This design comes from an exercise in tuning for small area and a short achievable clock period on the open sky130 flow, not from production work.
Where RTL was checked, it was by simulation tests only, not by an equivalence proof against the original.
Only the layout flow was run in run 5; the RTL was not checked for function there.
Power figures rest on the tool's default switching activity, not on a simulated workload.

==> design/flow/design.v <==
module cpu (
    input  wire        clk,
    input  wire        reset,
    output wire [7:0]  mem_addr,
    output wire [31:0] mem_wdata,
    output wire        mem_we,
    input  wire [31:0] mem_rdata
);
    localparam [5:0] S_RESET = 6'd0,  S_FETCH = 6'd1,  S_DECODE = 6'd2,
                     S_OVF   = 6'd3,  S_404   = 6'd4,  S_DIV0   = 6'd5,
                     S_ADD   = 6'd6,  S_AND   = 6'd7,  S_DIV    = 6'd8,
                     S_MULT  = 6'd9,  S_JR    = 6'd10, S_MFHI   = 6'd11,
                     S_MFLO  = 6'd12, S_SLL   = 6'd13, S_SLLV   = 6'd14,
                     S_SLT   = 6'd15, S_SRA   = 6'd16, S_SRAV   = 6'd17,
                     S_SRL   = 6'd18, S_SUB   = 6'd19, S_BREAK  = 6'd20,
                     S_RTE   = 6'd21, S_ADDM  = 6'd22, S_ADDI   = 6'd23,
                     S_ADDIU = 6'd24, S_BEQ   = 6'd25, S_BNE    = 6'd26,
                     S_BLE   = 6'd27, S_BGT   = 6'd28, S_SLLM   = 6'd29,
                     S_LB    = 6'd30, S_LH    = 6'd31, S_LUI    = 6'd32,
                     S_LW    = 6'd33, S_SB    = 6'd34, S_SH     = 6'd35,
                     S_SLTI  = 6'd36, S_SW    = 6'd37, S_J      = 6'd38,
                     S_JAL   = 6'd39;
    reg  [5:0]  st;       
    reg  [3:0]  cnt;      
    reg  [5:0]  last;     
    reg         ovf_chk;  
    wire        ovf_trap;
    reg  [31:0] PC, EPC, ALUOut, A, B, IR;
    wire [5:0]  OPCODE = IR[31:26];
    wire [4:0]  RS     = IR[25:21];
    wire [4:0]  RT     = IR[20:16];
    wire [4:0]  RD     = IR[15:11];
    wire [15:0] IMM    = IR[15:0];
    wire [5:0]  FUNCT  = IR[5:0];
    wire        OVERFLOW, LESS, GT, ZERO;
    wire        MultStop, DivStop, DivZero;
    wire c0 = (cnt == 4'd0);
    wire c1 = (cnt == 4'd1);
    wire c2 = (cnt == 4'd2);
    wire c4 = (cnt == 4'd4);
    wire c5 = (cnt == 4'd5);
    wire f0  = (st == S_FETCH) && c0;
    wire d0  = (st == S_DECODE) && c0;
    wire d1  = (st == S_DECODE) && c1;
    wire exc = (st == S_OVF) || (st == S_404) || (st == S_DIV0);
    wire st_ldst  = (st == S_LB) || (st == S_LH) || (st == S_LW) || (st == S_SB) || (st == S_SH);
    wire st_immop = st_ldst || (st == S_ADDI) || (st == S_ADDIU) || (st == S_SLTI) ||
                    (st == S_SW) || (st == S_SLLM);
    wire st_shift = (st == S_SLL) || (st == S_SLLV) || (st == S_SRA) || (st == S_SRAV) || (st == S_SRL);
    wire l_rd   = (last == S_ADD) || (last == S_AND) || (last == S_SUB) || (last == S_ADDM) ||
                  (last == S_SLT) || (last == S_MFHI) || (last == S_MFLO) || (last == S_SLL) ||
                  (last == S_SLLV) || (last == S_SRA) || (last == S_SRAV) || (last == S_SRL);
    wire l_rt   = (last == S_ADDI) || (last == S_ADDIU) || (last == S_SLTI) || (last == S_SLLM) ||
                  (last == S_LB) || (last == S_LH) || (last == S_LW) || (last == S_LUI);
    wire l_aluo = (last == S_ADD) || (last == S_AND) || (last == S_SUB) || (last == S_ADDM) ||
                  (last == S_ADDI) || (last == S_ADDIU) || (last == S_SLT) || (last == S_SLTI) ||
                  (last == S_JAL);
    wire l_b    = (last == S_SLL) || (last == S_SLLV) || (last == S_SRA) || (last == S_SRAV) ||
                  (last == S_SRL) || (last == S_SLLM) || (last == S_LW);
    wire l_store = (last == S_SB) || (last == S_SH) || (last == S_SW);
    wire l_exc  = (last == S_OVF) || (last == S_404) || (last == S_DIV0);
    wire l_maddr = (last == S_ADDM) || (last == S_SLLM) || (last == S_LB) || (last == S_LH) ||
                   (last == S_LW) || (last == S_SB) || (last == S_SH) || (last == S_SW);
    wire l_write = l_rd || l_rt || (last == S_JAL) || (last == S_RESET);
    reg  [5:0] st_n;
    reg  [3:0] cnt_n;
    reg  [5:0] dec_st;
    always @(*) begin
        case (OPCODE)
            6'b000000:
                case (FUNCT)
                    6'b100000: dec_st = S_ADD;
                    6'b100100: dec_st = S_AND;
                    6'b011010: dec_st = S_DIV;
                    6'b011000: dec_st = S_MULT;
                    6'b001000: dec_st = S_JR;
                    6'b010000: dec_st = S_MFHI;
                    6'b010010: dec_st = S_MFLO;
                    6'b000000: dec_st = S_SLL;
                    6'b000100: dec_st = S_SLLV;
                    6'b101010: dec_st = S_SLT;
                    6'b000011: dec_st = S_SRA;
                    6'b000111: dec_st = S_SRAV;
                    6'b000010: dec_st = S_SRL;
                    6'b100010: dec_st = S_SUB;
                    6'b001101: dec_st = S_BREAK;
                    6'b010011: dec_st = S_RTE;
                    6'b000101: dec_st = S_ADDM;
                    default:   dec_st = S_404;
                endcase
            6'b001000: dec_st = S_ADDI;
            6'b001001: dec_st = S_ADDIU;
            6'b000100: dec_st = S_BEQ;
            6'b000101: dec_st = S_BNE;
            6'b000110: dec_st = S_BLE;
            6'b000111: dec_st = S_BGT;
            6'b000001: dec_st = S_SLLM;
            6'b100000: dec_st = S_LB;
            6'b100001: dec_st = S_LH;
            6'b001111: dec_st = S_LUI;
            6'b100011: dec_st = S_LW;
            6'b101000: dec_st = S_SB;
            6'b101001: dec_st = S_SH;
            6'b001010: dec_st = S_SLTI;
            6'b101011: dec_st = S_SW;
            6'b000010: dec_st = S_J;
            6'b000011: dec_st = S_JAL;
            default:   dec_st = S_404;
        endcase
    end
    always @(*) begin
        st_n  = st;
        cnt_n = cnt + 4'd1;
        case (st)
            S_FETCH:
                if (cnt == 4'd3) begin st_n = S_DECODE; cnt_n = 4'd0; end
            S_DECODE:
                if (c1) begin st_n = dec_st; cnt_n = 4'd0; end
            S_OVF, S_404, S_DIV0:
                if (c4) begin st_n = S_FETCH; cnt_n = 4'd0; end
            S_ADD, S_SUB, S_ADDI, S_SW:
                if (c1) begin st_n = S_FETCH; cnt_n = 4'd0; end
            S_AND, S_SLT, S_SLTI, S_ADDIU, S_JAL:
                if (c1) begin st_n = S_FETCH; cnt_n = 4'd0; end
            S_DIV: begin
                cnt_n = 4'd1;
                if (DivZero)      begin st_n = S_DIV0;  cnt_n = 4'd0; end
                else if (DivStop) begin st_n = S_FETCH; cnt_n = 4'd0; end
            end
            S_MULT: begin
                cnt_n = 4'd1;
                if (MultStop) begin st_n = S_FETCH; cnt_n = 4'd0; end
            end
            S_JR, S_MFHI, S_MFLO, S_BREAK, S_RTE, S_BEQ, S_BNE, S_BLE, S_BGT, S_LUI, S_J:
                begin st_n = S_FETCH; cnt_n = 4'd0; end
            S_SLL, S_SLLV, S_SRA, S_SRAV, S_SRL:
                if (c2) begin st_n = S_FETCH; cnt_n = 4'd0; end
            S_ADDM:
                if (cnt == 4'd11) begin st_n = S_FETCH; cnt_n = 4'd0; end
            S_SLLM:
                if (cnt == 4'd7)        begin st_n = S_FETCH; cnt_n = 4'd0; end
            S_LB, S_LH, S_LW, S_SB, S_SH:
                if (c5)                 begin st_n = S_FETCH; cnt_n = 4'd0; end
            default: begin st_n = st; cnt_n = cnt; end
        endcase
    end
    always @(posedge clk) begin
        if (reset) begin
            st   <= S_FETCH;
            cnt  <= 4'd0;
            last <= S_RESET;
        end else begin
            st   <= ovf_trap ? S_OVF : st_n;
            cnt  <= ovf_trap ? 4'd0 : cnt_n;
            if (st != S_FETCH && st != S_DECODE)
                last <= st;
        end
    end
    reg  [32:0] ring [0:31];
    reg  [4:0]  phase;
    reg  [31:0] rsel;     
    reg         wpend;
    wire [4:0]  rp_field = d0 ? mem_rdata[20:16] : ((st == S_SLLM && cnt == 4'd4) ? RT : RS);
    wire [4:0]  rp_next  = rp_field + phase + 5'd1;
    reg  [32:0] rword;
    integer q;
    always @(*) begin
        rword = 33'd0;
        for (q = 0; q < 32; q = q + 1)
            rword = rword | (ring[q] & {33{rsel[q]}});
    end
    wire [31:0] rdata = rword[32] ? rword[31:0] : 32'd0;
    wire [5:0]  ci    = (st >= S_ADD) ? st : last;
    wire ci_rd   = (ci == S_ADD) || (ci == S_AND) || (ci == S_SUB) || (ci == S_ADDM) ||
                   (ci == S_SLT) || (ci == S_MFHI) || (ci == S_MFLO) || (ci == S_SLL) ||
                   (ci == S_SLLV) || (ci == S_SRA) || (ci == S_SRAV) || (ci == S_SRL);
    wire ci_rt   = (ci == S_ADDI) || (ci == S_ADDIU) || (ci == S_SLTI) || (ci == S_SLLM) ||
                   (ci == S_LB) || (ci == S_LH) || (ci == S_LW) || (ci == S_LUI);
    wire ci_aluo = (ci == S_ADD) || (ci == S_AND) || (ci == S_SUB) || (ci == S_ADDM) ||
                   (ci == S_ADDI) || (ci == S_ADDIU) || (ci == S_SLT) || (ci == S_SLTI) ||
                   (ci == S_JAL);
    wire ci_b    = (ci == S_SLL) || (ci == S_SLLV) || (ci == S_SRA) || (ci == S_SRAV) ||
                   (ci == S_SRL) || (ci == S_SLLM) || (ci == S_LW);
    wire [4:0]  waddr_c = reset ? 5'd29 : ci_rd ? RD : ci_rt ? RT : (ci == S_JAL) ? 5'd31 : 5'd29;
    reg  [4:0]  waddr;    
    wire [4:0]  wtap = waddr + phase + 5'd1;    
    wire [7:0]  tsel;     
    genvar tk;
    generate
        for (tk = 0; tk < 8; tk = tk + 1) begin : taps
            assign tsel[tk] = (wtap == 4 * tk);
        end
    endgenerate
    reg         ws_aluo, ws_b, ws_lb, ws_lh, ws_hi, ws_lo, ws_lui, ws_227;
    integer k;
    always @(posedge clk) begin
        waddr   <= waddr_c;
        ws_aluo <= !reset && ci_aluo;
        ws_b    <= !reset && ci_b;
        ws_lb   <= !reset && (ci == S_LB);
        ws_lh   <= !reset && (ci == S_LH);
        ws_hi   <= !reset && (ci == S_MFHI);
        ws_lo   <= !reset && (ci == S_MFLO);
        ws_lui  <= !reset && (ci == S_LUI);
        ws_227  <= reset || (ci == S_RESET);
    end
    wire        wreq = (f0 && l_write) || wpend;
    wire [7:0]  wcommit = {8{wreq}} & tsel;
    reg  [1:0]  hl_src;
    reg  [31:0] m_acc, m_q;
    reg  [31:0] d_rem, d_dq;
    wire [31:0] HI = hl_src[0] ? m_acc : (hl_src[1] ? d_rem : 32'd0);
    wire [31:0] LO = hl_src[0] ? m_q   : (hl_src[1] ? d_dq  : 32'd0);
    wire [31:0] wd = ({32{ws_aluo}} & ALUOut) | ({32{ws_b}} & B) |
                     ({32{ws_lb}} & {24'd0, B[7:0]}) | ({32{ws_lh}} & {16'd0, B[15:0]}) |
                     ({32{ws_hi}} & HI) | ({32{ws_lo}} & LO) |
                     ({32{ws_lui}} & {IMM, 16'd0}) | ({32{ws_227}} & 32'd227);
    integer p;
    always @(posedge clk) begin
        phase <= reset ? 5'd0 : phase + 5'd1;    
        for (q = 0; q < 32; q = q + 1)
            rsel[q] <= (rp_next == q);
        for (p = 0; p < 32; p = p + 1) begin
            if (p % 4 == 0 && wcommit[p / 4])
                ring[p] <= {!reset, wd};
            else
                ring[p] <= {ring[(p + 31) % 32][32] && !reset, ring[(p + 31) % 32][31:0]};
        end
    end
    always @(posedge clk) begin
        if (reset)
            wpend <= 1'b0;
        else
            wpend <= wreq && !(|tsel);
    end
    wire [31:0] sext = {{16{IMM[15]}}, IMM};
    wire l_break = (last == S_BREAK);
    wire n_d0    = (st == S_FETCH) && (cnt == 4'd3);
    wire n_pcm4  = (exc && (cnt == 4'd3)) || ((st == S_BREAK) && c0);
    wire n_x1    = c0 && (st >= S_ADD);
    reg  a_pc, a_zero, b_4, b_sx2, b_sx, op_and, op_a, op_lt, m_step, d_step;
    reg  aluout_ld, ir_ld, epc_ld, a_ld_rf, a_ld_mem, b_ld_rf, b_ld_mem, b_ld_sh, b_mdr;
    reg  mdr_sb, mdr_sh, sh_var, sh_left, sh_arith, b_prep;
    reg  a_a;             
    reg  bp_b, bn_b, bp_4, bn_4, bp_sx, bn_sx, a_sub;
    wire n_a_pc   = n_d0 || d0 || (n_x1 && st == S_JAL) || n_pcm4;
    wire n_a_zero = (st == S_ADDM) && c5;
    wire n_b_4    = n_d0 || n_pcm4;
    wire n_b_sx   = n_x1 && st_immop;
    wire n_m_step = !reset && (st == S_MULT) && !MultStop;
    wire n_d_step = !reset && (st == S_DIV) && !DivZero && !DivStop;
    always @(posedge clk) begin
        a_pc      <= n_a_pc;
        a_zero    <= n_a_zero;
        b_4       <= n_b_4;
        b_sx2     <= d0;
        b_sx      <= n_b_sx;
        a_a       <= !(n_a_pc || n_a_zero || n_m_step || n_d_step);
        ovf_chk   <= !reset && ((n_x1 && (st == S_ADD || st == S_SUB || st == S_ADDI || st == S_SW ||
                                              st == S_SLLM || st_ldst)) ||
                                    ((st == S_ADDM) && cnt == 4'd10));
        op_and    <= n_x1 && (st == S_AND);
        op_a      <= n_x1 && (st == S_JAL || st == S_ADDM);
        op_lt     <= n_x1 && (st == S_SLT || st == S_SLTI);
        aluout_ld <= d0 || (n_x1 && (st == S_ADD || st == S_SUB || st == S_AND || st == S_ADDIU ||
                                     st == S_SLT || st == S_JAL || st == S_ADDM || st_immop)) ||
                     ((st == S_ADDM) && (c5 || cnt == 4'd10));
        ir_ld     <= n_d0;
        a_ld_rf   <= d1 || ((st == S_SLLM) && c4);
        a_ld_mem  <= (st == S_ADDM) && c4;
        b_ld_rf   <= d0;
        b_ld_mem  <= ((st == S_ADDM) && cnt == 4'd9) || ((st == S_SLLM) && c4);
        b_ld_sh   <= (st_shift && c1) || ((st == S_SLLM) && cnt == 4'd6);
        b_prep    <= (st_shift && c0) || ((st == S_SLLM) && c5);
        mdr_sb    <= (st == S_SB);
        mdr_sh    <= (st == S_SH);
        sh_var    <= (st == S_SLLV) || (st == S_SRAV) || (st == S_SLLM);
        sh_left   <= (st == S_SLL) || (st == S_SLLV) || (st == S_SLLM);
        sh_arith  <= (st == S_SRA) || (st == S_SRAV);
        m_step    <= n_m_step;
        d_step    <= n_d_step;
        if (reset) begin
            epc_ld <= 1'b0;
            b_mdr  <= 1'b0;
        end else begin
            epc_ld <= exc && (cnt == 4'd3);
            b_mdr  <= (exc && (cnt == 4'd3)) || (st_ldst && c4);
        end
    end
    reg         ms_add, ms_sub;
    wire [31:0] d_sh   = {d_rem[30:0], d_dq[31]};
    wire [31:0] alu_a  = ({32{a_pc}} & PC) | ({32{a_a}} & A) |
                         ({32{m_step}} & m_acc) | ({32{d_step}} & d_sh);
    wire [31:0] alu_bx = ({32{bp_b}} & B) | ({32{bn_b}} & ~B) |
                         ({32{bp_4}} & 32'd4) | ({32{bn_4}} & ~32'd4) |
                         ({32{bp_sx}} & sext) | ({32{bn_sx}} & ~sext) |
                         ({32{b_sx2}} & {sext[29:0], 2'b00}) |
                         ({32{ms_add}} & A) | ({32{ms_sub}} & ~A);
    wire [31:0] ag = alu_a & alu_bx;
    wire [31:0] ap = alu_a ^ alu_bx;
    wire [31:0] pg [0:5];
    wire [31:0] pp [0:5];
    assign pg[0] = {ag[31:1], ag[0] | (ap[0] & a_sub)};
    assign pp[0] = ap;
    genvar lv, bi;
    generate
        for (lv = 0; lv < 5; lv = lv + 1) begin : sk
            for (bi = 0; bi < 32; bi = bi + 1) begin : bt
                if ((bi >> lv) & 1) begin : comb
                    localparam integer J = ((bi >> lv) << lv) - 1;
                    assign pg[lv + 1][bi] = pg[lv][bi] | (pp[lv][bi] & pg[lv][J]);
                    assign pp[lv + 1][bi] = pp[lv][bi] & pp[lv][J];
                end else begin : pass
                    assign pg[lv + 1][bi] = pg[lv][bi];
                    assign pp[lv + 1][bi] = pp[lv][bi];
                end
            end
        end
    endgenerate
    wire [32:0] ac = {pg[5], a_sub};
    wire [32:0] alu_sum = {ac[32], ap ^ ac[31:0]};
    assign OVERFLOW = ac[32] ^ ac[31];
    assign LESS     = (alu_sum[31] & ~OVERFLOW) | (OVERFLOW & alu_a[31]);
    reg  br_eq, br_gt;
    always @(posedge clk) begin
        br_eq <= (rdata == B);
        br_gt <= (rdata[31] != B[31]) ? B[31] : (rdata[30:0] > B[30:0]);
    end
    assign ZERO     = br_eq;
    assign ovf_trap = ovf_chk && OVERFLOW;
    assign GT       = br_gt;
    wire        op_sum = !op_a && !op_and && !op_lt;
    wire [31:0] ALU_Result = ({32{op_sum}} & alu_sum[31:0]) | ({32{op_a}} & alu_a) |
                             ({32{op_and}} & alu_a & B) | {31'd0, op_lt & LESS};
    wire [31:0] sh_in  = sh_var ? A : B;
    wire [4:0]  sh_n   = sh_var ? B[4:0] : IMM[10:6];
    reg  [4:0]  sh_amt;
    reg         sh_fill;
    wire [31:0] sh_x, sh_res;
    genvar g;
    generate
        for (g = 0; g < 32; g = g + 1) begin : shrev
            assign sh_x[g]   = sh_left ? sh_in[31 - g] : sh_in[g];
            assign sh_res[g] = sh_left ? sh_r[31 - g] : sh_r[g];
        end
    endgenerate
    wire [63:0] sh_ext  = {{32{sh_fill}}, B};
    wire [63:0] sh_r64  = sh_ext >> sh_amt;
    wire [31:0] sh_r    = sh_r64[31:0];
    wire br_take = (last == S_BEQ && ZERO) || (last == S_BNE && !ZERO) ||
                   (last == S_BLE && !GT)  || (last == S_BGT && GT);
    wire pc_jump = (last == S_J) || (last == S_JAL);
    wire pc_ld   = d0 || (f0 && (br_take || pc_jump || l_exc || l_break ||
                                 last == S_JR || last == S_RTE));
    wire [31:0] pc_next = d0 || l_break      ? ALU_Result :
                          (last == S_JR)     ? A :
                          (last == S_RTE)    ? EPC :
                          pc_jump            ? {PC[31:28], IR[25:0], 2'b00} :
                          l_exc              ? {24'd0, B[31:24]} : ALUOut;
    always @(posedge clk) begin
        if (reset)
            PC <= 32'd0;
        else if (pc_ld)
            PC <= pc_next;
        if (reset)
            EPC <= 32'd0;
        else if (epc_ld)
            EPC <= ALU_Result;
        if (aluout_ld)
            ALUOut <= ALU_Result;
        if (ir_ld)
            IR <= mem_rdata;
        if (a_ld_mem)
            A <= mem_rdata;
        else if (a_ld_rf)
            A <= rdata;
        if (b_ld_rf)
            B <= rdata;
        else if (b_ld_mem)
            B <= mem_rdata;
        else if (b_prep)
            B <= sh_x;
        else if (b_ld_sh)
            B <= sh_res;
        if (b_prep) begin
            sh_amt  <= sh_n;
            sh_fill <= sh_arith & sh_in[31];
        end
        else if (b_mdr) begin
            B[31:16] <= mem_rdata[31:16];
            if (!mdr_sh)
                B[15:8] <= mem_rdata[15:8];
            if (!mdr_sh && !mdr_sb)
                B[7:0] <= mem_rdata[7:0];
        end
        if (reset)
            hl_src <= 2'd0;
        else if (f0 && last == S_MULT)
            hl_src <= 2'd1;
        else if (f0 && last == S_DIV)
            hl_src <= 2'd2;
    end
    wire       MultInit = m_step;
    wire       DivInit  = d_step;
    reg        m_q1, m_run, m_fim, m_stop;
    reg        d_run, d_fim, d_stop, d_zero;
    reg  [5:0] md_cnt;
    assign MultStop = m_stop;
    assign DivStop  = d_stop;
    assign DivZero  = d_zero;
    wire [31:0] m_new = alu_sum[31:0];
    wire        d_ge  = (d_sh >= B);    
    wire m_do_step = MultInit && m_run && !md_cnt[5];
    wire m_do_load = MultInit && !m_run && !m_fim;
    wire m_q0_n    = m_do_step ? m_q[1] : m_do_load ? B[0] : m_q[0];
    wire m_q1_n    = m_do_step ? m_q[0] : m_do_load ? 1'b0 : m_q1;
    wire n_ms_add  = n_m_step && !m_q0_n && m_q1_n;    
    wire n_ms_sub  = n_m_step && m_q0_n && !m_q1_n;    
    wire n_b_b     = !(n_b_4 || d0 || n_b_sx || n_m_step);
    wire n_op_sub  = (n_x1 && (st == S_SUB || st == S_SLT || st == S_SLTI ||
                               st == S_BLE || st == S_BGT)) || n_pcm4;
    wire n_sub     = n_op_sub || n_ms_sub || n_d_step;
    always @(posedge clk) begin
        ms_add <= n_ms_add;
        ms_sub <= n_ms_sub;
        bp_b   <= n_b_b && !n_sub;
        bn_b   <= n_b_b && n_sub;
        bp_4   <= n_b_4 && !n_sub;
        bn_4   <= n_b_4 && n_sub;
        bp_sx  <= n_b_sx && !n_sub;
        bn_sx  <= n_b_sx && n_sub;
        a_sub  <= n_sub;
        if (reset) begin
            m_run  <= 1'b0;
            m_fim  <= 1'b0;
            m_stop <= 1'b0;
        end else if (MultInit) begin
            if (m_run) begin
                if (!md_cnt[5]) begin
                    m_acc  <= {m_new[31], m_new[31:1]};
                    m_q    <= {m_new[0], m_q[31:1]};
                    m_q1   <= m_q[0];
                    md_cnt <= md_cnt + 6'd1;
                end else begin
                    m_run  <= 1'b0;
                    m_fim  <= 1'b1;
                    m_stop <= 1'b1;
                end
            end else if (!m_fim) begin
                m_acc  <= 32'd0;
                m_q    <= B;
                m_q1   <= 1'b0;
                md_cnt <= 6'd0;
                m_run  <= 1'b1;
            end else begin
                m_fim  <= 1'b0;
            end
        end
        if (d_zero) begin
            d_zero <= 1'b0;
        end else if (d_stop) begin
            d_stop <= 1'b0;
        end else if (reset) begin
            d_rem  <= 32'd0;
            d_fim  <= 1'b0;
            d_run  <= 1'b0;
            d_stop <= 1'b0;
            d_zero <= 1'b0;    
        end else if (DivInit) begin
            if (d_run) begin
                if (!md_cnt[5]) begin
                    d_rem  <= d_ge ? alu_sum[31:0] : d_sh;
                    d_dq   <= {d_dq[30:0], d_ge};
                    md_cnt <= md_cnt + 6'd1;
                end else begin
                    d_run  <= 1'b0;
                    d_fim  <= 1'b1;
                    d_stop <= 1'b1;
                end
            end else if (!d_fim) begin
                if (B == 32'd0) begin
                    d_zero <= 1'b1;
                end else begin
                    d_dq   <= A;
                    md_cnt <= 6'd0;
                    d_run  <= 1'b1;
                end
            end else begin
                d_fim  <= 1'b0;
            end
        end
    end
    reg        am_ex, am_aluo, we_q;
    reg  [1:0] am_lo;
    reg        am_ex_n, am_aluo_n;
    reg  [1:0] am_lo_n;
    always @(*) begin
        am_ex_n   = exc;
        am_lo_n   = (st == S_404) ? 2'b01 : (st == S_OVF) ? 2'b10 : 2'b11;
        am_aluo_n = 1'b0;
        case (st)
            S_ADDM:                         am_aluo_n = !c0;
            S_SLLM, S_LB, S_LH, S_LW, S_SB, S_SH:
                                            am_aluo_n = (cnt >= 4'd2) || (c1 && !ovf_trap);
            S_SW:                           am_aluo_n = c1 && !ovf_trap;
            default:                        am_aluo_n = 1'b0;
        endcase
    end
    always @(posedge clk) begin
        if (reset) begin
            am_ex   <= 1'b0;
            am_aluo <= 1'b0;
            we_q    <= 1'b0;
        end else begin
            am_ex   <= am_ex_n;
            am_aluo <= am_aluo_n;
            we_q    <= ((st == S_SW) && c1 && !ovf_trap) || ((st == S_SB || st == S_SH) && c5);
        end
        am_lo <= am_lo_n;
    end
    wire [7:0] addr_sel = am_ex ? {6'b111111, am_lo} : am_aluo ? ALUOut[7:0] : PC[7:0];
    assign mem_addr  = (reset && !am_ex) ? 8'd0 : addr_sel;
    assign mem_we    = we_q;
    assign mem_wdata = reset ? 32'd0 : B;
endmodule
==> design/flow/flow/run.sh <==
#!/bin/bash
# Own flow: the standard layout (standard synthesis, floorplan, power grid,
# placement, CTS, routing), with two changes to how cells are chosen:
#  - timing repair may resize cells to other footprints (MATCH_CELL_FOOTPRINT=0),
#  - ports are buffered with sky130_fd_sc_hd__buf_4 instead of a delay cell.
# make's full output goes to standard_make.log; ORFS keeps each step's log
# under orfs/logs/.
set -euo pipefail
bash standard.sh MATCH_CELL_FOOTPRINT=0 \
    'BUFFER_PORTS_ARGS=-buffer_cell sky130_fd_sc_hd__buf_4' \
    finish > standard_make.log 2>&1
==> design/flow/standard.sh <==
#!/bin/bash
# synth_recipe.tcl (not shown) runs the flow's synth.tcl, then flattens the netlist and writes it again
# the make line also repeats each setting of config.mk as NAME=value (left out here)
make -C /OpenROAD-flow-scripts/flow DESIGN_CONFIG=/design/flow/config.mk WORK_HOME=/design/flow/orfs CLKGATE_MAP_FILE= SYNTH_SCRIPT=/design/flow/synth_recipe.tcl "${@:-finish}"
==> design/flow/config.mk <==
export PLATFORM = sky130hd
export DESIGN_NAME = cpu
export DESIGN_NICKNAME = cpu
export VERILOG_FILES = /design/flow/design.v
export SDC_FILE = /design/flow/constraint.sdc
export NUM_CORES = 4
export LEC_CHECK = 0
export CAP_MARGIN = 20
export CORE_MARGIN = 2
export CORE_UTILIZATION = 55
export CTS_BUF_LIST = sky130_fd_sc_hd__clkbuf_16
export CTS_CLUSTER_DIAMETER = 80
export CTS_CLUSTER_SIZE = 16
export SETUP_SLACK_MARGIN = 4.2
export SLEW_MARGIN = 20
==> design/flow/constraint.sdc <==
create_clock -name core_clock -period 8.0 [get_ports {clk}]
set_input_delay 1.6000 -clock core_clock [delete_from_list [all_inputs] [get_ports {clk}]]
set_output_delay 1.6000 -clock core_clock [all_outputs]
set_load 0.01 [all_outputs]
==> results.py, run 1 <==
metrics = {
    "timing": {
        "finalCritPeriodShare_pct": 48.9,
        "rsz0062_at_grt": "true",
        "fin_skew_ns": 0.0529,
        "hold_viol_final": 0,
        "finalSetupTns_ns": 0,
        "finalWorstSetupSlack_ns": 4.09,
        "slew_violations": 0,
        "tightest_slew_ns": 1.30,
        "fmax_mhz": 255,
        "slew_headroom_pct": 13.6,
        "fin_crit_ns": 3.91,
        "setup_viol": 0,
    },
    "place": {
        "dp_hpwl_um": 157000,
        "port-buffer-count": 74,
        "place.gp.congestion": 1.00,
        "dp_slack_ns": 3.07,
    },
    "global_route": {
        "first_global_vias": 50100,
        "grt_max_degree": 68,
        "grt_pass1_wl_um": 357000,
        "antenna_found_initial": 13,
        "overflow": 0,
        "grt_usage_pct": 43.9,
    },
    "min_path": {
        "hold_path.class": "flop to flop",
    },
    "critical_path": {
        "start_kind": "flop",
        "critPathArrivalTime_ns": 4.38,
        "crit_top_cell": "fa_2",
        "worstPathRequired_ns": 8.47,
        "crit_fanout": 5,
        "crit_type": "flop to flop",
        "crit_chain": "buf_6 > a22o_1 > a221oi_4 > fa_2 > inv_2 > fa_2 > a211oi_4 > o21ai_4 > buf_4 > buf_6 > a21oi_4 > inv_2 > fa_2 > xor2_2 > buf_4 > a31oi_1 > nor3_1",
        "critical-path-slowest-cell": "edfxtp_1",
        "crit_path_end_kind": "flop",
        "max_stage_delay_ns": 0.51,
    },
    "drt": {
        "wirelength_um": 255000,
        "wl_per_cell_um": 34.6,
        "via_per_inst": 7.13,
        "first_iter_violations": 7673,
        "drc": 0,
        "drt-pass1-iter-count": 7,
        "final_antenna_net_count": 0,
        "num_vias": 52700,
    },
    "synthesis": {
        "synthTopCellsByCount": "1275 x dfxtp_1, 541 x nand2_1, 454 x o21ai_0",
        "synth.yosys.seq_area_share_pct": 54.0,
        "ys_top_cells_by_area": "dfxtp_1 42%, edfxtp_1 12%, a22oi_1 4.0%",
        "synth_flop_cell": "dfxtp_1",
        "synth_top_area_cell": "dfxtp_1",
        "synth_area_mm2": 0.0602,
        "syn_nets": 6065,
        "synth.top_cell.area_share_pct": 42.4,
        "avgSynthCellArea_um2": 10.2,
        "synth_cells": 5911,
        "yosysMostFrequentCell": "dfxtp_1",
        "ys_ff_latch": 1508,
        "synth-edff-count": 233,
        "yosysUniqueCellTypes": 98,
        "synthArstFlopShare_pct": 0,
        "yosysWarnings": 2,
    },
    "floorplan": {
        "fp-row-count": 121,
        "ioPinCount": 75,
        "die_h_um": 335,
        "core-area_mm2": 0.109,
        "start_util_pct": 55.4,
        "die_area_mm2": 0.112,
        "die_x_um": 335,
    },
    "clocking": {
        "clk_latency_ns": 0.75,
        "postCtsHoldBufs": 0,
        "cts_tree": "done",
        "htreeDepth": 3,
        "cts_made_buffers": 106,
        "cts.sinks": 1508,
        "clk_pin_slew_ns": 0.08,
        "clock_path_buffers": 3,
        "clockRootBuffer": "clkbuf_16",
    },
    "status": {
        "outcome": "timing/DRC/antenna clean",
    },
    "cells_and_area": {
        "area_growth_pct": 13.4,
        "final_nets": 6090,
        "drive_gt1_share_pct": 15.1,
    },
    "power_and_ir_drop": {
        "cellPowerDensity_mw_per_mm2": 324,
        "leakage_nw": 25.1,
        "peakVddDrop_mv": 0.369,
    },
    "run": {
        "cap_violations": 0,
    },
}
==> registers in the layout, indices dropped and copies added (netlist names), 31 cells and up, named ones only <==
name and flops:
A 32, ALUOut 32, B 32, EPC 32, IR 32, PC 32, d_dq 32, d_rem 32
m_acc 31, m_q 32, ring 1056, rsel 32
==> area by class of cell <==
cell class              instances  area [um^2]
fillers                      9019        40500
flip-flops and latches       1508        32700
multi-input cells            3827        26700
repair buffers                372         3640
clock buffers                 108         2700
well taps                    1414         1770
inverters                     121          464
clock inverters                35          274
diodes                          7         17.5
==> metrics by stage <==
step                hold slack, ns  std cells  power, mW  area [um^2]  utilization, %
floorplan                    0.331       5911       13.2        60400               -
global placement             0.332       7103       15.8        62400            57.4
detailed placement           0.336       7103       15.8        62400            57.4
CTS                          0.320       7329       21.2        67100            61.8
global route                 0.330       7385       22.8        68200            62.8
finish                       0.326       7392       22.1        68200            62.8
==> worst max-delay path, delay by kind of cell (launching register included) <==
kind,cells,cell delay (ns)
fa+ha+maj,3,1.01
flops,1,0.51
buf+inv,6,0.71
compound gates,6,1.18
xor+xnor,1,0.19
simple gates,1,0.08
==> repair_timing <==
| item | CTS | global route |
|---|---|---|
| endpoints found under the setup margin | 211 | 145 |
| setup buffers | 72 | 50 |
| resized for setup | 228 | 128 |
| gates cloned | 11 | 6 |
| pin swaps | 35 | 50 |
==> metal layers <==
layer | vias up | track usage [%] | wire length [um]
met5 | - | 0 | 71
met2 | 3836 | 66.2 | 110000
met3 | 1051 | 12.2 | 31400
li1 | 22100 | - | -
met4 | 12 | 29.9 | 20600
met1 | 25700 | 54.8 | 93700
==> placed cells by master, fill, tap and decap left out, types with 28 or more instances in the layout <==
cell and count:
nand3_1 77, mux2_2 58, nand2_1 538, a22oi_1 312
mux4_2 59, a21oi_1 255, ha_1 109, buf_4 292
nor2_1 336, nor2_2 34, and2_1 34, o22ai_1 42
a221oi_1 162, dfxtp_1 1218, mux2i_1 152, edfxtp_1 233
nor2b_1 51, o211ai_1 39, dfxtp_4 28, o21ai_0 442
nand4_1 156, nor3_1 87, a211oi_1 53, clkbuf_16 123
a22o_1 209, o31ai_1 38, dfxtp_2 29, a21o_1 42
inv_1 132
==> cells by family (layout without fill, tap and decap cells) <==
kind of cell,count (synthesis),count (layout),share of synthesized area (%)
simple gates,1514,1514,11.7
compound gates,1889,1889,21.6
xor+xnor,31,31,0.451
flops,1508,1508,54.0
fa+ha+maj,123,123,2.63
buf+inv,576,636,3.70
mux,270,270,5.84
other cells,0,7,0
==> path summary, 6_finish.rpt <==
check,slack [ns],end,from,depth (start not counted)
worst max-delay path,4.09,d_rem[9]$_SDFFCE_PP0P_,A[0]$_DFFE_PP_,17
worst min-delay path,0.33,ring[29][0]$_DFF_P_,ring[28][0]$_DFF_P_,0
worst max register to register,4.09,d_rem[9]$_SDFFCE_PP0P_,A[0]$_DFFE_PP_,17
worst min register to register,0.33,ring[29][0]$_DFF_P_,ring[28][0]$_DFF_P_,0
==> power by group <==
group          switching (mW)  internal (mW)  total, mW
combinational            5.02           2.82       7.84
clock                    2.73           2.43       5.16
sequential              0.678           8.41       9.08
==> run 2, diff against run 1 <==
--- a/design/flow/config.mk
+++ b/design/flow/config.mk
@@ -12,4 +12,4 @@
 export CTS_CLUSTER_DIAMETER = 80
 export CTS_CLUSTER_SIZE = 16
-export SETUP_SLACK_MARGIN = 4.2
+export SETUP_SLACK_MARGIN = 4.4
 export SLEW_MARGIN = 20
==> run 2 against run 1 <==
Against the previous run:
- still clean
- combinational power increased by 18%
- clock skew increased by 0.032 ns
- critical path depth is 4 lower
- sequential cell count unchanged
- sequential share of layout area shrank 1.7 points
- total power increased by 6.9%
- largest cell class unchanged
- largest power group is now combinational cells
- highest routed layer unchanged
==> results.py, run 2 <==
metrics = {
    "status": {
        "outcome": "timing/DRC/antenna clean",
    },
    "critical_path": {
        "crit_fanout": 6,
        "critPathArrivalTime_ns": 4.52,
        "max_stage_delay_ns": 0.79,
        "reg2reg_from": "IR[3]$_DFFE_PP_",
        "critPathBufInv": 3,
        "startpoint": "IR[3]$_DFFE_PP_",
        "worstPathRequired_ns": 8.46,
        "critical-path-slowest-cell": "edfxtp_1",
        "crit_path_end_kind": "flop",
        "start_kind": "flop",
        "crit_type": "flop to flop",
        "crit_top_cell": "buf_12",
        "crit_family": "compound AO/OA/AOI/OAI gates",
        "crit_chain": "mux2i_1 > nand4_1 > ha_1 > o21ai_1 > o21ai_4 > buf_12 > nand3_4 > buf_12 > buf_6 > a21boi_4 > o2111ai_4 > and4_1 > or3_1",
    },
    "cells_and_area": {
        "largest_reg_flops": 1056,
        "fill_cells": 8721,
        "largest-register": "ring",
        "multi_input_comb_area_mm2": 0.0278,
        "final_cells": 7484,
        "layout_common_cells": "1216 x dfxtp_1, 534 x nand2_1, 421 x o21ai_0",
        "drive_gt1_share_pct": 18.6,
        "area_growth_pct": 17.5,
        "final_nets": 6181,
        "final_area_mm2": 0.0707,
        "utilization_pct": 65.1,
        "seqCellArea_mm2": 0.0327,
        "layout_commonest_cell": "dfxtp_1",
    },
    "global_route": {
        "grt_pass1_wl_um": 361000,
        "overflow": 0,
        "antenna_found_initial": 13,
        "grt_max_degree": 88,
        "first_global_vias": 50000,
        "grt_usage_pct": 44.5,
    },
    "clocking": {
        "postCtsHoldBufs": 0,
        "cts.sinks": 1508,
        "clockRootBuffer": "clkbuf_16",
        "cts_tree": "done",
        "cts_made_buffers": 106,
        "clk_pin_slew_ns": 0.07,
        "clock_path_buffers": 3,
        "clk_latency_ns": 0.78,
        "htreeDepth": 3,
    },
    "power_and_ir_drop": {
        "pwr-share-seq_pct": 38.6,
        "cellPowerDensity_mw_per_mm2": 334,
        "p_int_mw": 14.5,
        "peakVddDrop_mv": 0.449,
        "combPwrFrac_pct": 39.4,
        "netSwitchingPower_mw": 9.11,
        "power_mw": 23.6,
        "clkPwrFrac_pct": 22.1,
        "swShare_pct": 38.6,
        "leakage_nw": 26.1,
    },
    "timing": {
        "fin_hold_ws_ns": 0.309,
        "rsz0062_at_grt": "true",
        "fmax_mhz": 246,
        "fin_skew_ns": 0.0846,
        "fin_crit_ns": 4.06,
        "setup_viol": 0,
        "tightest_slew_ns": 1.33,
        "slew_violations": 0,
        "finalWorstSetupSlack_ns": 3.94,
        "slew_headroom_pct": 11.3,
        "finalSetupTns_ns": 0,
        "finalCritPeriodShare_pct": 50.7,
        "hold_viol_final": 0,
    },
    "synthesis": {
        "synth_flop_cell": "dfxtp_1",
        "syn_nets": 6065,
        "avgSynthCellArea_um2": 10.2,
        "yosysUniqueCellTypes": 98,
        "synth.yosys.seq_area_share_pct": 54.0,
        "ys_ff_latch": 1508,
        "synth.top_cell.area_share_pct": 42.4,
        "synth_top_area_cell": "dfxtp_1",
        "synthTopCellsByCount": "1275 x dfxtp_1, 541 x nand2_1, 454 x o21ai_0",
        "synth-edff-count": 233,
        "ys_top_cells_by_area": "dfxtp_1 42%, edfxtp_1 12%, a22oi_1 4.0%",
        "yosysMostFrequentCell": "dfxtp_1",
        "synth_area_mm2": 0.0602,
        "yosysWarnings": 2,
        "synth_cells": 5911,
        "synthArstFlopShare_pct": 0,
    },
    "drt": {
        "wl_per_cell_um": 34.9,
        "num_vias": 53700,
        "drc": 0,
        "first_iter_violations": 7967,
        "drt-pass1-iter-count": 9,
        "wirelength_um": 261000,
        "via_per_inst": 7.17,
        "final_antenna_net_count": 0,
    },
    "floorplan": {
        "core-area_mm2": 0.109,
        "fp-row-count": 121,
        "die_h_um": 335,
        "ioPinCount": 75,
        "die_area_mm2": 0.112,
        "start_util_pct": 55.4,
        "die_x_um": 335,
    },
    "place": {
        "dp_hpwl_um": 154000,
        "dp_slack_ns": 3.12,
        "place.gp.congestion": 1.00,
        "port-buffer-count": 74,
        "place_inst": 7098,
        "placed_area_mm2": 0.0626,
    },
    "run": {
        "cap_violations": 0,
    },
    "min_path": {
        "hp-start": "ring[4][25]$_DFF_P_",
        "hold_path.class": "flop to flop",
    },
}
[run 2: timing repair]
| action | in CTS | in global routing |
|---|---|---|
| buffers inserted | 134 | 75 |
| pin swaps | 92 | 138 |
| gates cloned | 18 | 7 |
| resized for setup | 433 | 217 |
| endpoints found under the setup margin | 361 | 225 |
[run 2: final timing paths]
path                           to  slack, ns  cells after the start
max          ALUOut[30]$_DFFE_PP_       3.94                     13
min           ring[5][25]$_DFF_P_       0.31                      0
max reg2reg  ALUOut[30]$_DFFE_PP_       3.94                     13
min reg2reg   ring[5][25]$_DFF_P_       0.31                      0
[run 2: metal layers]
layer / up-vias / part of all wire (%) / global-route usage, %
met5: - / 0.041 / 0
met4: 8 / 8.3 / 29.3
met3: 1091 / 13 / 12.1
met2: 4158 / 42 / 66.4
met1: 26100 / 37 / 56.8
li1: 22300 / - / -
[run 2: area by class of cell]
class	instances	area share (%)
diodes	7	0.0248
clock buffers	110	3.89
clock inverters	34	0.359
inverters	121	0.671
multi-input cells	3827	39.3
flip-flops and latches	1508	46.2
well taps	1414	2.50
repair buffers	463	7.04
[run 2: kinds of logic (layout without fill, tap and decap cells)]
family / count (synthesis) / count (layout) / share of synthesized area [%]
buffers and inverters: 576 / 728 / 3.70
DFF: 1508 / 1508 / 54.0
xor gates and xnor gates: 31 / 31 / 0.451
adders and majority gates: 123 / 123 / 2.63
and+or+nand+nor: 1514 / 1514 / 11.7
other: 0 / 7 / 0
muxes: 270 / 270 / 5.84
AOI/OAI and AO/OA: 1889 / 1889 / 21.6
[run 2: power by group through the flow]
stage               combinational (mW)  sequential, mW  clock (mW)
CTS                               7.92            9.06        5.19
detailed placement                6.67            9.24           0
finish                            9.29            9.11        5.21
global route                      9.60            9.13        5.46
global placement                  6.63            9.23           0
floorplan                         4.44            8.81           0
==> run 3, diff against run 2 <==
--- a/design/flow/design.v
+++ b/design/flow/design.v
@@ -66,8 +66,15 @@
     reg  [3:0] cnt_n;
     reg  [5:0] dec_st;
+    wire [5:0] d_op = mem_rdata[31:26];
+    wire [5:0] d_fn = mem_rdata[5:0];
+    reg  [5:0] dec_q;
+    always @(posedge clk) begin
+        if (d0)
+            dec_q <= dec_st;
+    end
     always @(*) begin
-        case (OPCODE)
+        case (d_op)
             6'b000000:
-                case (FUNCT)
+                case (d_fn)
                     6'b100000: dec_st = S_ADD;
                     6'b100100: dec_st = S_AND;
@@ -116,5 +123,5 @@
                 if (cnt == 4'd3) begin st_n = S_DECODE; cnt_n = 4'd0; end
             S_DECODE:
-                if (c1) begin st_n = dec_st; cnt_n = 4'd0; end
+                if (c1) begin st_n = dec_q; cnt_n = 4'd0; end
             S_OVF, S_404, S_DIV0:
                 if (c4) begin st_n = S_FETCH; cnt_n = 4'd0; end
--- a/design/flow/config.mk
+++ b/design/flow/config.mk
@@ -12,4 +12,4 @@
 export CTS_CLUSTER_DIAMETER = 80
 export CTS_CLUSTER_SIZE = 16
-export SETUP_SLACK_MARGIN = 4.4
+export SETUP_SLACK_MARGIN = 4.2
 export SLEW_MARGIN = 20
==> run 3 against run 2 <==
Against the previous run:
- routed wire length down 6.1%
- non-clock buffer count is 91 lower
- still clean
- clock power fell by 0.8%
- design area shrank 3.7%
- first-iteration DRC count fell by 7.6%
- clock skew is 0.0024 ns lower
- core utilization decreased by 1.5 points
- sequential power is 0.4% higher
- final cell count fell by 3.1%
- via count shrank 5.0%
- area after synthesis decreased by 1.1%
- clock-buffer cell count is 5 lower
==> results.py, run 3 <==
metrics = {
    "status": {
        "outcome": "timing/DRC/antenna clean",
    },
    "power_and_ir_drop": {
        "leakage_nw": 25.6,
        "netSwitchingPower_mw": 8.01,
        "peakVddDrop_mv": 0.241,
        "clkPwrFrac_pct": 23.6,
        "combPwrFrac_pct": 34.7,
        "p_int_mw": 13.9,
        "cellPowerDensity_mw_per_mm2": 322,
        "swShare_pct": 36.6,
        "pwr-share-seq_pct": 41.7,
    },
    "synthesis": {
        "yosysWarnings": 2,
        "synth_area_mm2": 0.0595,
        "synthArstFlopShare_pct": 0,
        "synth.top_cell.area_share_pct": 42.7,
        "synthTopCellsByCount": "1270 x dfxtp_1, 492 x nand2_1, 457 x o21ai_0",
        "synth-edff-count": 233,
        "synth.yosys.seq_area_share_pct": 54.4,
        "synth_flop_cell": "dfxtp_1",
        "ys_top_cells_by_area": "dfxtp_1 43%, edfxtp_1 12%, a22oi_1 5.2%",
        "ys_ff_latch": 1503,
        "syn_nets": 5925,
        "avgSynthCellArea_um2": 10.3,
        "synth_cells": 5772,
        "synth_top_area_cell": "dfxtp_1",
        "yosysMostFrequentCell": "dfxtp_1",
        "yosysUniqueCellTypes": 93,
    },
    "critical_path": {
        "crit_fanout": 16,
        "worstPathRequired_ns": 8.53,
        "crit_path_end_kind": "flop",
        "critPathArrivalTime_ns": 4.58,
        "crit_type": "flop to flop",
        "start_kind": "flop",
    },
    "drt": {
        "final_antenna_net_count": 0,
        "num_vias": 51000,
        "drc": 0,
        "wirelength_um": 245000,
        "drt-pass1-iter-count": 9,
        "wl_per_cell_um": 33.8,
        "via_per_inst": 7.03,
        "first_iter_violations": 7361,
    },
    "place": {
        "dp_slack_ns": 3.08,
        "place.gp.congestion": 0.991,
        "place_inst": 6964,
        "dp_hpwl_um": 153000,
        "port-buffer-count": 74,
    },
    "clocking": {
        "clk_latency_ns": 0.77,
        "clock_path_buffers": 3,
        "cts_tree": "done",
        "cts_made_buffers": 105,
        "cts.sinks": 1503,
        "clockRootBuffer": "clkbuf_16",
        "htreeDepth": 3,
        "clk_pin_slew_ns": 0.08,
    },
    "floorplan": {
        "die_area_mm2": 0.111,
        "start_util_pct": 55.5,
        "core-area_mm2": 0.107,
        "die_x_um": 333,
        "fp-row-count": 120,
        "die_h_um": 333,
        "ioPinCount": 75,
    },
    "timing": {
        "finalWorstSetupSlack_ns": 3.95,
        "finalCritPeriodShare_pct": 50.7,
        "finalSetupTns_ns": 0,
        "slew_violations": 0,
        "slew_headroom_pct": 16.9,
        "tightest_slew_ns": 1.25,
        "setup_viol": 0,
        "fin_crit_ns": 4.05,
        "fin_skew_ns": 0.0822,
        "fin_hold_ws_ns": 0.304,
        "hold_viol_final": 0,
        "rsz0062_at_grt": "true",
        "fmax_mhz": 247,
    },
    "cells_and_area": {
        "drive_gt1_share_pct": 16.6,
        "largest_reg_flops": 1056,
        "final_nets": 5966,
        "layout_commonest_cell": "dfxtp_1",
        "area_growth_pct": 14.4,
        "largest-register": "ring",
        "utilization_pct": 63.5,
        "final_cells": 7250,
        "layout_common_cells": "1201 x dfxtp_1, 489 x nand2_1, 443 x o21ai_0",
    },
    "run": {
        "cap_violations": 0,
    },
    "global_route": {
        "first_global_vias": 48100,
        "overflow": 0,
        "grt_usage_pct": 42.4,
        "antenna_found_initial": 7,
        "grt_pass1_wl_um": 343000,
        "grt_max_degree": 79,
    },
    "min_path": {
        "hold_path.class": "flop to flop",
    },
}
==> run 3: cell count changes after synthesis, moves of 36 or more <==
cell	delta
a21oi_1	-49
a22o_1	-41
a22oi_1	+95
mux2i_1	+36
nand2_1	-49
nand4_1	-48
nor3_1	-56
==> run 3: power by group through the flow <==
stage | Sequential (mW) | Combinational [mW] | Clock [mW]
floorplan | 8.77 | 4.14 | 0
global placement | 9.25 | 5.89 | 0
detailed placement | 9.25 | 5.93 | 0
CTS | 9.09 | 6.52 | 5.16
global route | 9.17 | 7.99 | 5.42
finish | 9.15 | 7.60 | 5.17
==> run 3: layer usage <==
layer	track usage, %	up-vias	share of wire [%]
li1	-	21600	-
met1	54.5	24900	38
met2	64.6	3543	43
met3	9.94	973	11
met4	26.1	6	7.7
met5	0	-	0.016
==> run 3: layout make-up <==
| cell class | count | area, um^2 |
|---|---|---|
| sequential | 1503 | 32600 |
| timing repair inverter | 1 | 5.00 |
| clock inverter | 35 | 348 |
| inverter | 152 | 611 |
| timing repair buffer | 372 | 3450 |
| antenna | 1 | 2.50 |
| fill | 8806 | 39100 |
| tap | 1403 | 1760 |
| clock buffer | 105 | 2630 |
| multi-input combinational | 3678 | 26700 |
==> run 3: worst paths after layout <==
path                      startpoint                    to  slack, ns  depth (start not counted)
setup / recovery        a_pc$_DFF_P_  ALUOut[28]$_DFFE_PP_       3.95                         15
hold reg to reg   ring[0][1]$_DFF_P_    ring[1][1]$_DFF_P_       0.30                          0
setup reg to reg        a_pc$_DFF_P_  ALUOut[28]$_DFFE_PP_       3.95                         15
hold / removal    ring[0][1]$_DFF_P_    ring[1][1]$_DFF_P_       0.30                          0
==> run 3: worst max-delay path, stage by stage, from the launching register on <==
cell and delay [ns]:
dfxtp_4 0.41, buf_4 0.18, clkbuf_16 0.21, a22o_1 0.25, a221oi_2 0.22, inv_1 0.12, ha_4 0.29, o21ai_2 0.09
nor4b_4 0.57, buf_4 0.22, o311ai_4 0.13, a211o_4 0.41, a21boi_4 0.22, o21a_1 0.21, o31a_1 0.23, inv_1 0.06
==> run 3: timing repair <==
| item | 4_1_cts | 5_1_grt |
|---|---|---|
| setup endpoints to repair | 217 | 196 |
| gates resized for setup | 211 | 180 |
| pin swaps | 59 | 82 |
| setup buffers | 67 | 65 |
| hold buffers | 0 | 0 |
| gates cloned | 6 | 6 |
==> run 3: stage by stage <==
step / total power [mW] / instance area (um^2)
finish: 21.9 / 68100
CTS: 20.8 / 66500
floorplan: 12.9 / 60000
global placement: 15.1 / 61900
global route: 22.6 / 68100
detailed placement: 15.2 / 61900
==> run 3: cells by family after synthesis <==
kind of cell	share of synthesized area [%]
adder cells (fa/ha/maj)	2.61
XOR/XNOR	0.500
multiplexers	6.77
AO/OA/AOI/OAI	21.2
AND/OR/NAND/NOR	10.6
buffers and inverters	3.81
flip-flops	54.4
==> run 4, diff against run 3 <==
--- a/design/flow/config.mk
+++ b/design/flow/config.mk
@@ -8,5 +8,5 @@
 export CAP_MARGIN = 20
 export CORE_MARGIN = 2
-export CORE_UTILIZATION = 55
+export CORE_UTILIZATION = 62
 export CTS_BUF_LIST = sky130_fd_sc_hd__clkbuf_16
 export CTS_CLUSTER_DIAMETER = 80
==> run 4 against run 3 <==
Against the previous run:
- core utilization rose by 7.9 points
- sequential power fell by 0.8%
- maximum frequency fell by 2.3%
- non-clock buffer count rose by 19
- sequential share of layout area rose by 0.075 points
- area after synthesis did not move
- design area fell by 0.23%
- highest routed layer unchanged
- clock power fell by 2%
- still clean on timing, DRC and antenna
- via count rose by 2.5%
- critical endpoint is now EPC[29]$_SDFFE_PP0P_
==> results.py, run 4 <==
metrics = {
    "cells_and_area": {
        "fill_cells": 6997,
        "layout_commonest_cell": "dfxtp_1",
        "final_nets": 5986,
        "final_area_mm2": 0.0679,
        "layout_common_cells": "1213 x dfxtp_1, 490 x nand2_1, 444 x o21ai_0",
        "area_growth_pct": 14.1,
        "drive_gt1_share_pct": 16.6,
        "largest_reg_flops": 1056,
        "utilization_pct": 71.4,
        "largest-register": "ring",
    },
    "power_and_ir_drop": {
        "netSwitchingPower_mw": 8.02,
        "combPwrFrac_pct": 35.3,
        "swShare_pct": 36.6,
        "leakage_nw": 25.6,
        "pwr-share-seq_pct": 41.5,
        "clkPwrFrac_pct": 23.3,
        "cellPowerDensity_mw_per_mm2": 322,
        "peakVddDrop_mv": 0.393,
        "p_int_mw": 13.9,
        "power_mw": 21.9,
    },
    "synthesis": {
        "synth_top_area_cell": "dfxtp_1",
        "synth_flop_cell": "dfxtp_1",
        "yosysWarnings": 2,
        "syn_nets": 5925,
        "ys_top_cells_by_area": "dfxtp_1 43%, edfxtp_1 12%, a22oi_1 5.2%",
        "synthTopCellsByCount": "1270 x dfxtp_1, 492 x nand2_1, 457 x o21ai_0",
        "yosysUniqueCellTypes": 93,
        "synth.yosys.seq_area_share_pct": 54.4,
        "synth_area_mm2": 0.0595,
        "ys_ff_latch": 1503,
        "synth-edff-count": 233,
        "avgSynthCellArea_um2": 10.3,
        "yosysMostFrequentCell": "dfxtp_1",
        "synth.top_cell.area_share_pct": 42.7,
        "synthArstFlopShare_pct": 0,
        "synth_cells": 5772,
    },
    "timing": {
        "hold_viol_final": 0,
        "setup_viol": 0,
        "slew_violations": 0,
        "finalCritPeriodShare_pct": 51.8,
        "finalSetupTns_ns": 0,
        "fin_crit_ns": 4.15,
        "rsz0062_at_grt": "true",
        "fin_skew_ns": 0.0713,
        "fmax_mhz": 241,
        "tightest_slew_ns": 1.23,
        "slew_headroom_pct": 17.3,
    },
    "critical_path": {
        "crit_type": "flop to flop",
        "critPathArrivalTime_ns": 4.80,
        "r2r_cells": 15,
        "ff2ff_setup_slack_ns": 3.85,
        "max_stage_delay_ns": 0.56,
        "worst-path-stages": 15,
        "critical-path-slowest-cell": "nor4b_4",
        "crit_top_cell": "buf_4",
        "crit_chain": "buf_12 > a22o_1 > a221oi_2 > inv_1 > ha_2 > nand4_1 > nor4b_4 > buf_4 > o311ai_4 > a211o_1 > or4_1 > nand3_2 > buf_4 > nand2_1 > a21oi_1",
        "crit_fanout": 8,
        "crit_path_end_kind": "flop",
        "crit_family": "simple AND/OR/NAND/NOR gates",
        "critPathBufInv": 4,
        "start_kind": "flop",
        "worstPathRequired_ns": 8.65,
    },
    "clocking": {
        "cts_tree": "done",
        "cts_made_buffers": 105,
        "clk_pin_slew_ns": 0.08,
        "postCtsHoldBufs": 0,
        "clk_latency_ns": 0.74,
        "htreeDepth": 3,
        "clockRootBuffer": "clkbuf_16",
        "clock_path_buffers": 3,
        "cts.sinks": 1503,
    },
    "min_path": {
        "hold_depth": 0,
        "hold_path.class": "flop to flop",
    },
    "drt": {
        "wl_per_cell_um": 34.0,
        "first_iter_violations": 9062,
        "drt-pass1-iter-count": 8,
        "final_antenna_net_count": 0,
        "via_per_inst": 7.32,
        "drc": 0,
        "wirelength_um": 242000,
        "num_vias": 52300,
    },
    "run": {
        "cap_violations": 0,
    },
    "floorplan": {
        "ioPinCount": 75,
        "fp-row-count": 113,
        "start_util_pct": 62.6,
        "die_area_mm2": 0.0985,
        "core-area_mm2": 0.0952,
        "die_x_um": 314,
        "die_h_um": 314,
    },
    "place": {
        "place.gp.congestion": 1.03,
        "placed_area_mm2": 0.0618,
        "port-buffer-count": 74,
        "dp_hpwl_um": 149000,
    },
    "global_route": {
        "first_global_vias": 48800,
        "grt_max_degree": 82,
        "grt_pass1_wl_um": 341000,
        "antenna_found_initial": 8,
        "grt_usage_pct": 47.5,
        "overflow": 0,
    },
    "status": {
        "outcome": "timing/DRC/antenna clean",
    },
}
-- run 4: cell counts after synthesis --
No cell type changed its count.
-- run 4: layout make-up --
type | instances | area (um^2) | share of cell area, %
Timing Repair inverter | 1 | 5.00 | 0.00737
Clock buffer | 108 | 2700 | 3.98
Timing Repair Buffer | 391 | 3660 | 5.39
Multi-Input combinational cell | 3679 | 26600 | 39.1
Antenna cell | 8 | 20.0 | 0.0295
Tap cell | 1265 | 1580 | 2.33
Sequential cell | 1503 | 32600 | 47.9
Clock inverter | 32 | 249 | 0.366
Inverter | 152 | 607 | 0.893
-- run 4: power groups by stage --
stage | Clock [mW] | Sequential [mW] | Combinational, mW
finish | 5.09 | 9.08 | 7.73
global placement | 0 | 9.16 | 5.97
floorplan | 0 | 8.77 | 4.14
CTS | 5.05 | 9.02 | 6.53
global route | 5.33 | 9.09 | 8.01
detailed placement | 0 | 9.17 | 6.03
-- run 4: cell families (layout without fill, tap and decap cells) --
family / after synthesis / count (layout) / share of synthesized area [%]
AOI/OAI and AO/OA: 1832 / 1833 / 21.2
DFF: 1503 / 1503 / 54.4
and+or+nand+nor: 1377 / 1377 / 10.6
buffers and inverters: 591 / 684 / 3.81
muxes: 315 / 315 / 6.77
adders and majority gates: 120 / 120 / 2.61
xor gates and xnor gates: 34 / 34 / 0.500
other: 0 / 8 / 0
-- run 4: through the flow --
step / instances / hold slack [ns] / setup slack (ns)
floorplan: 5772 / 0.331 / 4.09
global placement: 6831 / 0.333 / 3.41
detailed placement: 6833 / 0.335 / 3.32
CTS: 7054 / 0.335 / 4.05
global route: 7131 / 0.349 / 3.84
finish: 7139 / 0.345 / 3.85
-- run 4: routing by layer --
| metal | up-vias | share of wire [%] | track usage [%] |
|---|---|---|---|
| li1 | 21600 | - | - |
| met1 | 24900 | 35 | 60.1 |
| met2 | 4515 | 42 | 69.7 |
| met3 | 1275 | 14 | 14.1 |
| met4 | 14 | 9.2 | 33.8 |
| met5 | - | 0.059 | 0 |
-- run 4: final timing paths --
path | endpoint | from
max reg2reg | EPC[29]$_SDFFE_PP0P_ | a_pc$_DFF_P_
min | ring[23][17]$_DFF_P_ | ring[22][17]$_DFF_P_
min reg2reg | ring[23][17]$_DFF_P_ | ring[22][17]$_DFF_P_
max | EPC[29]$_SDFFE_PP0P_ | a_pc$_DFF_P_
-- run 4: what timing repair did --
item                                    4_1_cts  5_1_grt
setup buffers                                69       73
endpoints found under the setup margin      212      178
resized for setup                           198      202
gates cloned                                 12        3
pin swaps                                    43       89
==> run 5, diff against run 4 <==
--- a/design/flow/design.v
+++ b/design/flow/design.v
@@ -225,5 +225,5 @@
     integer p;
     always @(posedge clk) begin
-        phase <= reset ? 5'd0 : phase + 5'd1;    
+        phase <= phase + 5'd1;
         for (q = 0; q < 32; q = q + 1)
             rsel[q] <= (rp_next == q);
@@ -473,5 +473,4 @@
             d_run  <= 1'b0;
             d_stop <= 1'b0;
-            d_zero <= 1'b0;    
         end else if (DivInit) begin
             if (d_run) begin
--- a/design/flow/config.mk
+++ b/design/flow/config.mk
@@ -8,8 +8,8 @@
 export CAP_MARGIN = 20
 export CORE_MARGIN = 2
-export CORE_UTILIZATION = 62
+export CORE_UTILIZATION = 55
 export CTS_BUF_LIST = sky130_fd_sc_hd__clkbuf_16
-export CTS_CLUSTER_DIAMETER = 80
-export CTS_CLUSTER_SIZE = 16
+export CTS_CLUSTER_DIAMETER = 100
+export CTS_CLUSTER_SIZE = 20
 export SETUP_SLACK_MARGIN = 4.2
 export SLEW_MARGIN = 20
==> run 5 against run 4 <==
Against the previous run:
- still clean
- worst setup slack improved by 0.12 ns
- clock power decreased by 9.8%
- final cell count increased by 2.7%
- maximum frequency increased by 2.9%
- synthesized cell count increased by 1.9%
- first-iteration DRC count decreased by 14%
- non-clock buffer count decreased by 22
- die area increased by 14%
- routed wire length increased by 3.4%
- critical path type unchanged
==> results.py, run 5 <==
metrics = {
    "place": {
        "dp_slack_ns": 3.44,
        "port-buffer-count": 74,
        "dp_hpwl_um": 160000,
        "place.gp.congestion": 0.999,
    },
    "synthesis": {
        "synthArstFlopShare_pct": 0,
        "yosysUniqueCellTypes": 106,
        "synth_flop_cell": "dfxtp_1",
        "synth_top_area_cell": "dfxtp_1",
        "avgSynthCellArea_um2": 10.3,
        "synth.yosys.seq_area_share_pct": 53.7,
        "ys_top_cells_by_area": "dfxtp_1 42%, edfxtp_1 12%, a22oi_1 4.2%",
        "yosysWarnings": 2,
        "ys_ff_latch": 1503,
        "synthTopCellsByCount": "1270 x dfxtp_1, 503 x nand2_1, 444 x o21ai_0",
        "synth-edff-count": 233,
        "synth.top_cell.area_share_pct": 42.1,
        "synth_cells": 5880,
        "synth_area_mm2": 0.0604,
        "syn_nets": 6033,
        "yosysMostFrequentCell": "dfxtp_1",
    },
    "cells_and_area": {
        "largest-register": "ring",
        "seqCellArea_mm2": 0.0326,
        "fill_cells": 8925,
        "multi_input_comb_area_mm2": 0.0273,
        "final_nets": 6035,
        "layout_common_cells": "1209 x dfxtp_1, 500 x nand2_1, 427 x o21ai_0",
        "layout_commonest_cell": "dfxtp_1",
        "drive_gt1_share_pct": 15.9,
        "area_growth_pct": 12.8,
        "utilization_pct": 62.6,
        "largest_reg_flops": 1056,
    },
    "floorplan": {
        "die_area_mm2": 0.113,
        "ioPinCount": 75,
        "core-area_mm2": 0.109,
        "fp-row-count": 121,
        "start_util_pct": 55.5,
        "die_x_um": 335,
        "die_h_um": 335,
    },
    "timing": {
        "fin_crit_ns": 4.03,
        "tightest_slew_ns": 1.23,
        "rsz0062_at_grt": "true",
        "setup_viol": 0,
        "fmax_mhz": 248,
        "hold_viol_final": 0,
        "slew_headroom_pct": 18.3,
        "fin_hold_ws_ns": 0.340,
        "slew_violations": 0,
        "finalWorstSetupSlack_ns": 3.97,
        "finalSetupTns_ns": 0,
        "finalCritPeriodShare_pct": 50.4,
        "fin_skew_ns": 0.0495,
    },
    "global_route": {
        "first_global_vias": 49000,
        "antenna_found_initial": 3,
        "overflow": 0,
        "grt_usage_pct": 43.2,
        "grt_pass1_wl_um": 353000,
        "grt_max_degree": 70,
    },
    "drt": {
        "first_iter_violations": 7824,
        "via_per_inst": 7.10,
        "final_antenna_net_count": 0,
        "drt-pass1-iter-count": 9,
        "wl_per_cell_um": 34.2,
        "drc": 0,
        "wirelength_um": 251000,
        "num_vias": 52000,
    },
    "critical_path": {
        "crit_fanout": 6,
        "start_kind": "flop",
        "critPathArrivalTime_ns": 4.65,
        "crit_path_end_kind": "flop",
        "worstPathRequired_ns": 8.62,
        "crit_type": "flop to flop",
    },
    "clocking": {
        "clk_pin_slew_ns": 0.10,
        "clk_latency_ns": 0.74,
        "clockRootBuffer": "clkbuf_16",
        "clock_path_buffers": 3,
        "cts_made_buffers": 85,
        "htreeDepth": 3,
        "cts_tree": "done",
        "postCtsHoldBufs": 0,
        "cts.sinks": 1503,
    },
    "run": {
        "cap_violations": 0,
    },
    "power_and_ir_drop": {
        "leakage_nw": 24.8,
        "cellPowerDensity_mw_per_mm2": 312,
        "peakVddDrop_mv": 0.257,
        "power_mw": 21.3,
    },
    "status": {
        "outcome": "timing/DRC/antenna clean",
    },
    "min_path": {
        "hold_path.class": "flop to flop",
    },
}
## run 5: cell count changes in the layout (fill, tap and decap cells not counted), moves of 24 or more
cell / before / now
a21oi_1: 186 / 239
a22o_1: 167 / 206
o31ai_1: 4 / 38
nor3_1: 53 / 92
nand4_1: 108 / 140
a22oi_1: 415 / 333
buf_4: 314 / 278
a221oi_1: 123 / 166
inv_1: 161 / 130
nand3_1: 104 / 80
## run 5: per-stage QoR
stage	area, um^2	cells
finish	68200	7330
global route	68200	7324
CTS	66500	7251
detailed placement	62700	7075
global placement	62700	7075
floorplan	60800	5880
## run 5: layout make-up
class	instances	area share, %
repair inverters	1	0.00734
inverters	131	0.736
multi-input cells	3791	40.1
repair buffers	369	5.28
clock inverters	27	0.290
clock buffers	88	3.23
diodes	6	0.0220
well taps	1414	2.59
flip-flops and latches	1503	47.7
## run 5: per-layer routing
| layer | vias to the layer above | track usage (%) | share of wire, % |
|---|---|---|---|
| met5 | - | 0 | 0.0052 |
| met4 | 2 | 25.6 | 7.3 |
| met3 | 870 | 10.5 | 12 |
| met2 | 3874 | 64.6 | 43 |
| met1 | 25300 | 56.9 | 38 |
| li1 | 22000 | - | - |
## run 5: what timing repair did
action,4_1_cts,5_1_grt
pin swaps,18,86
gates resized for setup,158,237
buffers inserted,49,65
cloned,12,5
endpoints found under the setup margin,165,165
## run 5: power by group
group / switching (mW) / internal [mW]
logic: 5.06 / 3.10
registers: 0.464 / 8.09
clock network: 2.58 / 2.01
## run 5: critical path, cell delays in order, from the launching register on
cell and delay, ns:
edfxtp_1 0.62, a22o_1 0.31, a221oi_1 0.38, inv_1 0.14
ha_1 0.26, a21o_1 0.19, a21o_1 0.25, a21oi_4 0.38
o21ai_1 0.31, or4_4 0.59, nand3_4 0.11, a21oi_4 0.08
a2111oi_2 0.31
## run 5: logic make-up (layout without fill, tap and decap cells)
| logic type | after synthesis | in the layout | synth area share, % |
|---|---|---|---|
| mux | 302 | 302 | 6.48 |
| flops | 1503 | 1503 | 53.7 |
| compound gates | 1895 | 1896 | 21.8 |
| other cells | 0 | 6 | 0 |
| fa+ha+maj | 122 | 122 | 2.60 |
| simple gates | 1436 | 1436 | 11.1 |
| buf+inv | 587 | 616 | 3.79 |
| xor+xnor | 35 | 35 | 0.520 |
## run 5: path summary, 6_finish.rpt
path | startpoint | to | slack, ns | cells past startpoint
worst max-delay path | A[12]$_DFFE_PP_ | PC[22]$_SDFFE_PP0P_ | 3.97 | 12
worst min-delay path | ring[13][5]$_DFF_P_ | ring[14][5]$_DFF_P_ | 0.34 | 0
worst max register to register | A[12]$_DFFE_PP_ | PC[22]$_SDFFE_PP0P_ | 3.97 | 12
worst min register to register | ring[13][5]$_DFF_P_ | ring[14][5]$_DFF_P_ | 0.34 | 0

-- separate check: timing with driven ports --
How much do the figures lean on ideal ports? The routed layouts below were timed once more, with nothing changed but the port constraints. Step 1 (the two cells are an assumption about what drives the block):
set clk [get_ports {clk}]
set_driving_cell -lib_cell sky130_fd_sc_hd__clkbuf_16 $clk
set_driving_cell -lib_cell sky130_fd_sc_hd__buf_2 [delete_from_list [all_inputs] $clk]
Step 2 adds t to the input delays and takes it off the output delays; t is the mean of the earliest and latest rising clock arrival at the registers after step 1. Input paths then give back, and output paths get back, about the clock's delay inside the block. Slacks: ideal / step 1 / step 2; pairs: ideal / step 1.
| run | t, ns | setup WS [ns] | slew at the worst register clock pin (ns) | worst data-port slew with drivers (ns) |
|---|---|---|---|---|
| run 1 | 0.812 | 4.086 / 3.842 / 3.662 | 0.09 / 0.09 | 0.40 |
| run 2 | 0.822 | 3.940 / 3.847 / 3.542 | 0.09 / 0.09 | 0.32 |
| run 3 | 0.817 | 3.948 / 3.907 / 3.544 | 0.08 / 0.08 | 0.28 |
| run 4 | 0.782 | 3.853 / 3.817 / 3.726 | 0.09 / 0.09 | 0.40 |
| run 5 | 0.801 | 3.971 / 3.936 / 3.707 | 0.10 / 0.10 | 0.32 |
After both steps every run listed still meets setup and hold. The setup slack of run 1, which loses most, moves by -0.244 ns with the drivers and by -0.424 ns with both steps.
